This is an optimization exercise on Yosys and OpenROAD, whose aim is small area, a short achievable clock period and few clock cycles, not a production implementation. At most, simulation tests tie the RTL to the original design; equivalence was not proved. Power figures rest on the tool's default switching activity, not on a simulated workload.

==> inputs of job 1892 <==
// mmult
module mmult#(parameter MATRIX_SIZE = 3,
              parameter INPUT_UNIT_LEN = 8,
              parameter OUTPUT_UNIT_LEN = INPUT_UNIT_LEN*2+1)
             (input clk,
              input reset_n,
              input enable,
              input [0:9*INPUT_UNIT_LEN-1] A_mat,
              input [0:9*INPUT_UNIT_LEN-1] B_mat,
              output valid,
              output wire [0:9*OUTPUT_UNIT_LEN-1] C_mat);
export LEC_CHECK = 0
export CAP_MARGIN = 30
export CORE_MARGIN = 2
export CORE_UTILIZATION = 40
export SETUP_SLACK_MARGIN = 3.3
export SLEW_MARGIN = 45
export SYNTH_HIERARCHICAL = 1
export TNS_END_PERCENT = 5
create_clock -name core_clock -period 8.0 [get_ports {clk}]
standard.sh (not shown) runs the stock make flow with config.mk's settings and CLKGATE_MAP_FILE= SYNTH_SCRIPT=/design/flow/synth_recipe.tcl, a recipe that flattens the netlist after the stock synthesis.
==> flow/flow/run.sh <==
#!/bin/bash
# The standard layout (the standard.sh, synthesis unchanged), except for
# the port buffers: every input and output port still gets exactly one
# buffer, but a buf_4 instead of the weak buffer buffer_ports picks on its
# own; after global placement the A_mat/B_mat buffers, which each drive 24
# partial products, are made buf_8 (upsize_inputs.tcl), and each port
# buffer is moved from beside its pin to the logic it serves
# (move_port_buffers.tcl); detailed placement then legalizes them.  make's
# output goes to standard.log; each step's log stays in orfs/logs.
set -euo pipefail
export BUFFER_PORTS_ARGS="-buffer_cell sky130_fd_sc_hd__buf_4"
export POST_GLOBAL_PLACE_TCL="$PWD/flow/post_gp.tcl"
bash standard.sh finish > standard.log 2>&1
==> flow/flow/move_port_buffers.tcl <==
# Move each port buffer from beside its pin to the logic it serves: an
# input port's buffer to the middle of the cells it drives, an output
# port's buffer next to the cell that drives it.  The port itself drives,
# or is driven by, the longer wire to the pin instead of a small logic
# cell.  Detailed placement legalizes the moved buffers afterwards.
set block [ord::get_db_block]
set moved 0
foreach bterm [$block getBTerms] {
  set net [$bterm getNet]
  if { $net == "NULL" } { continue }
  if { [$net getSigType] != "SIGNAL" } { continue }
  set iterms [$net getITerms]
  if { [llength $iterms] != 1 } { continue }
  set buf [[lindex $iterms 0] getInst]
  set master [[$buf getMaster] getName]
  if { ![string match "sky130_fd_sc_hd__buf_*" $master] } { continue }
  # the buffer's other net
  set other "NULL"
  foreach it [$buf getITerms] {
    set n [$it getNet]
    if { $n == "NULL" || $n == $net } { continue }
    if { [$n getSigType] != "SIGNAL" } { continue }
    set other $n
  }
  if { $other == "NULL" } { continue }
  set xs 0; set ys 0; set cnt 0
  foreach it [$other getITerms] {
    set i [$it getInst]
    if { $i == $buf } { continue }
    set loc [$i getLocation]
    incr xs [lindex $loc 0]; incr ys [lindex $loc 1]; incr cnt
  }
  if { $cnt == 0 } { continue }
  $buf setLocation [expr {$xs / $cnt}] [expr {$ys / $cnt}]
  $buf setPlacementStatus PLACED
  incr moved
}
puts "move_port_buffers: moved $moved port buffers"
==> flow/flow/post_gp.tcl <==
# After global placement: make the input-port buffers buf_8, then move every
# port buffer to the logic it serves.
set here [file dirname [info script]]
source [file join $here upsize_inputs.tcl]
source [file join $here move_port_buffers.tcl]
==> flow/flow/upsize_inputs.tcl <==
# Make the buffers that buffer_ports put on the A_mat and B_mat inputs buf_8.
set n 0
foreach inst [get_cells *] {
  if { [get_property $inst ref_name] != "sky130_fd_sc_hd__buf_4" } { continue }
  set pin [get_pins -of_objects $inst -filter "direction == input"]
  set net [get_property [get_nets -of_objects $pin] name]
  if { [string match "A_mat*" $net] || [string match "B_mat*" $net] } {
    replace_cell $inst sky130_fd_sc_hd__buf_8
    incr n
  }
}
puts "upsize_inputs: $n input buffers made buf_8"
==> job 355: changes against job 1892 <==
==> flow/flow/run.sh (replaced) <==
#!/bin/bash
# The standard layout (the standard.sh, synthesis unchanged), except that
# the port buffers are a stronger buffer than the one buffer_ports picks on
# its own: every input and output port still gets exactly one buffer.
set -euo pipefail
export BUFFER_PORTS_ARGS="-buffer_cell sky130_fd_sc_hd__buf_4"
bash standard.sh finish > standard.log 2>&1
removed: flow/flow/move_port_buffers.tcl
removed: flow/flow/post_gp.tcl
removed: flow/flow/upsize_inputs.tcl
==> run summary <==
| item | job 1892 | job 355 |
|---|---|---|
| Switching part of the total power | 48.6% | 48.3% |
| Iteration-0 DRC Markers | 3748 | 3095 |
| Part of the total power dissipated in the clock network | 9.1% | 9.5% |
| Share of cell area taken by multi-input logic gates | 77.7% | 78.9% |
| Min Tclk post-route | 4620 ps | 4710 ps |
| Flop pwr share | 13.3% | 13.0% |
| Diodes inserted | 3 | 4 |
| Crit path kind | reg -> out | in -> reg |
| Clock network contribution to total cell area | 2.29% | 2.55% |
| Setup crit start kind | register | input pin |
| Total power | 0.0193 W | 0.0197 W |
| Arrival @ worst endpoint | 3020 ps | 5200 ps |
| Outcome | no timing/DRC/antenna violations | no timing/DRC/antenna violations |
| Critical path fanouts, max | 5 | 24 |
| GRT Overall Usage | 31.7% | 28.0% |
| Critical Path RT | 6400 ps | 8490 ps |
| End of the critical path | C_mat[0] | e20_q[21] |
| Multi-input gate area in the final layout | 41500 µm² | 41700 µm² |
| Post-DP HPWL | 138000 µm | 118000 µm |
| Max stage delay on crit path | 570 ps | 500 ps |
| Launch point of the worst path | e00_q[18] | A_mat[49] |
| CTS clk-pin slew, worst paths | 50 ps | 60 ps |
| Count of instances resized after the clock tree is built | 1 | 9 |
| Number of fill cells in the layout | 10700 | 11000 |
| Initial antenna violation count | 11 | 10 |
| Layout-stage area growth over the synthesis result | 12.3% | 11.0% |
| Fraction of area in registers | 9.82% | 9.94% |
Function was not checked in any run of this note: the RTL went through the layout flow alone.

---

==> quartz: inputs <==
Another version of the RTL of mmult (not shown whole).
Settings: LEC_CHECK=0, CAP_MARGIN=30, CORE_MARGIN=2, CORE_UTILIZATION=40, SETUP_SLACK_MARGIN=3.3, SLEW_MARGIN=45, SYNTH_HIERARCHICAL=1, TNS_END_PERCENT=5; clock period 8.0 ns.
==> flow/flow/run.sh <==
#!/bin/bash
# The standard layout (the standard.sh, synthesis unchanged), except that
# the port buffers are a stronger buffer than the one buffer_ports picks on
# its own: every input and output port still gets exactly one buffer.
set -euo pipefail
export BUFFER_PORTS_ARGS="-buffer_cell sky130_fd_sc_hd__buf_4"
bash standard.sh finish > standard.log 2>&1
==> sierra (differences from quartz) <==
==> flow/flow/run.sh (replaced) <==
#!/bin/bash
# The standard layout (the standard.sh, synthesis unchanged), except for
# the port buffers: every input and output port still gets exactly one
# buffer, but a buf_4 instead of the weak buffer buffer_ports picks on its
# own, and after global placement each port buffer is moved from beside its
# pin to the logic it serves (move_port_buffers.tcl); detailed placement
# then legalizes it.  make's output goes to standard.log; each step's log
# stays in orfs/logs.
set -euo pipefail
export BUFFER_PORTS_ARGS="-buffer_cell sky130_fd_sc_hd__buf_4"
export POST_GLOBAL_PLACE_TCL="$PWD/flow/move_port_buffers.tcl"
bash standard.sh finish > standard.log 2>&1
==> flow/flow/move_port_buffers.tcl (new file) <==
# Move each port buffer from beside its pin to the logic it serves: an
# input port's buffer to the middle of the cells it drives, an output
# port's buffer next to the cell that drives it.  The port itself drives,
# or is driven by, the longer wire to the pin instead of a small logic
# cell.  Detailed placement legalizes the moved buffers afterwards.
set block [ord::get_db_block]
set moved 0
foreach bterm [$block getBTerms] {
  set net [$bterm getNet]
  if { $net == "NULL" } { continue }
  if { [$net getSigType] != "SIGNAL" } { continue }
  set iterms [$net getITerms]
  if { [llength $iterms] != 1 } { continue }
  set buf [[lindex $iterms 0] getInst]
  set master [[$buf getMaster] getName]
  if { ![string match "sky130_fd_sc_hd__buf_*" $master] } { continue }
  # the buffer's other net
  set other "NULL"
  foreach it [$buf getITerms] {
    set n [$it getNet]
    if { $n == "NULL" || $n == $net } { continue }
    if { [$n getSigType] != "SIGNAL" } { continue }
    set other $n
  }
  if { $other == "NULL" } { continue }
  set xs 0; set ys 0; set cnt 0
  foreach it [$other getITerms] {
    set i [$it getInst]
    if { $i == $buf } { continue }
    set loc [$i getLocation]
    incr xs [lindex $loc 0]; incr ys [lindex $loc 1]; incr cnt
  }
  if { $cnt == 0 } { continue }
  $buf setLocation [expr {$xs / $cnt}] [expr {$ys / $cnt}]
  $buf setPlacementStatus PLACED
  incr moved
}
puts "move_port_buffers: moved $moved port buffers"
Settings changed: CORE_UTILIZATION 40 to 60.
==> run summary <==
- Of sierra and quartz, sierra has the higher global-route usage (gap 15 points).
- Against sierra, the power of quartz is higher by 5.6%.
- Critical path depth is the same in quartz and sierra.
- Between quartz and sierra, the lower sequential share of layout area is in quartz (gap 0.19 points).
- Of quartz and sierra, sierra has the higher maximum frequency (gap about 3%, measured against sierra).
- Of quartz and sierra, sierra has the higher count of clock-buffer cells in the layout (gap 1).
- Against sierra, the via count of quartz is lower by about 2.6%.
==> figures <==
Outcome: sierra no timing/DRC/antenna violations; quartz no timing/DRC/antenna violations
Count of vias placed by the detailed router: sierra 36235; quartz 35287
Post-route non-filler standard cell count: sierra 5717; quartz 6236
Relative contribution of the clock network to total power: sierra 9.0%; quartz 9.3%
Highest clock frequency the design can meet: sierra 217 MHz; quartz 210 MHz
Net total in the final layout: sierra 6241; quartz 6248
CP max stage cell: sierra sky130_fd_sc_hd__fa_1; quartz sky130_fd_sc_hd__fa_2
Placed insts: sierra 5592; quartz 6154
Endpoint of the most critical setup path: sierra C_mat[34]; quartz C_mat[102]
Inserted Clock Buffers: sierra 38; quartz 40
Non-clock buffering overhead: sierra 4.33%; quartz 4.33%
Fraction of final layout cells sized beyond drive strength 1: sierra 9.41%; quartz 10.2%
Resized Gates After CTS: sierra 0; quartz 10
Pleak: sierra 18.6 nW; quartz 18.8 nW
Worst setup slack before clock tree synthesis: sierra 2.83 ns; quartz 2.80 ns
Testbench counts of quartz, summed over its fixed seeds: cycles 320.
Testbench counts of sierra, summed over its fixed seeds: cycles 320.

==> re-timing with driven ports <==
No port has a modelled driver above. Below, the same layouts with a new extraction and two added sets of constraints.
Step 1 (the two cells are an assumption about what drives the block):
set clk [get_ports {clk}]
set_driving_cell -lib_cell sky130_fd_sc_hd__clkbuf_16 $clk
set_driving_cell -lib_cell sky130_fd_sc_hd__buf_2 [delete_from_list [all_inputs] $clk]
Step 2 moves the port delays by t, midway between the first and last clock arrival at a register: inputs arrive t later, outputs are due t later. That takes back most of the time a late clock gives input paths.
Three values: ideal ports, drivers, drivers and shift; two values: the first two.
| run | shift t [ns] | setup WS [ns] | worst setup path at the end |
|---|---|---|---|
| job 1892 | 0.686 | 3.376 / 3.217 / 2.531 | input to register |
| job 355 | 0.681 | 3.290 / 3.230 / 2.644 | input to register |
| quartz | 0.692 | 3.247 / 3.172 / 2.682 | input to register |
| sierra | 0.653 | 3.390 / 3.246 / 2.593 | input to register |
After both steps setup and hold are still met in every run listed. For job 1892, which loses most, drivers alone change the setup slack by -0.159 ns; drivers and shift together by -0.845 ns.
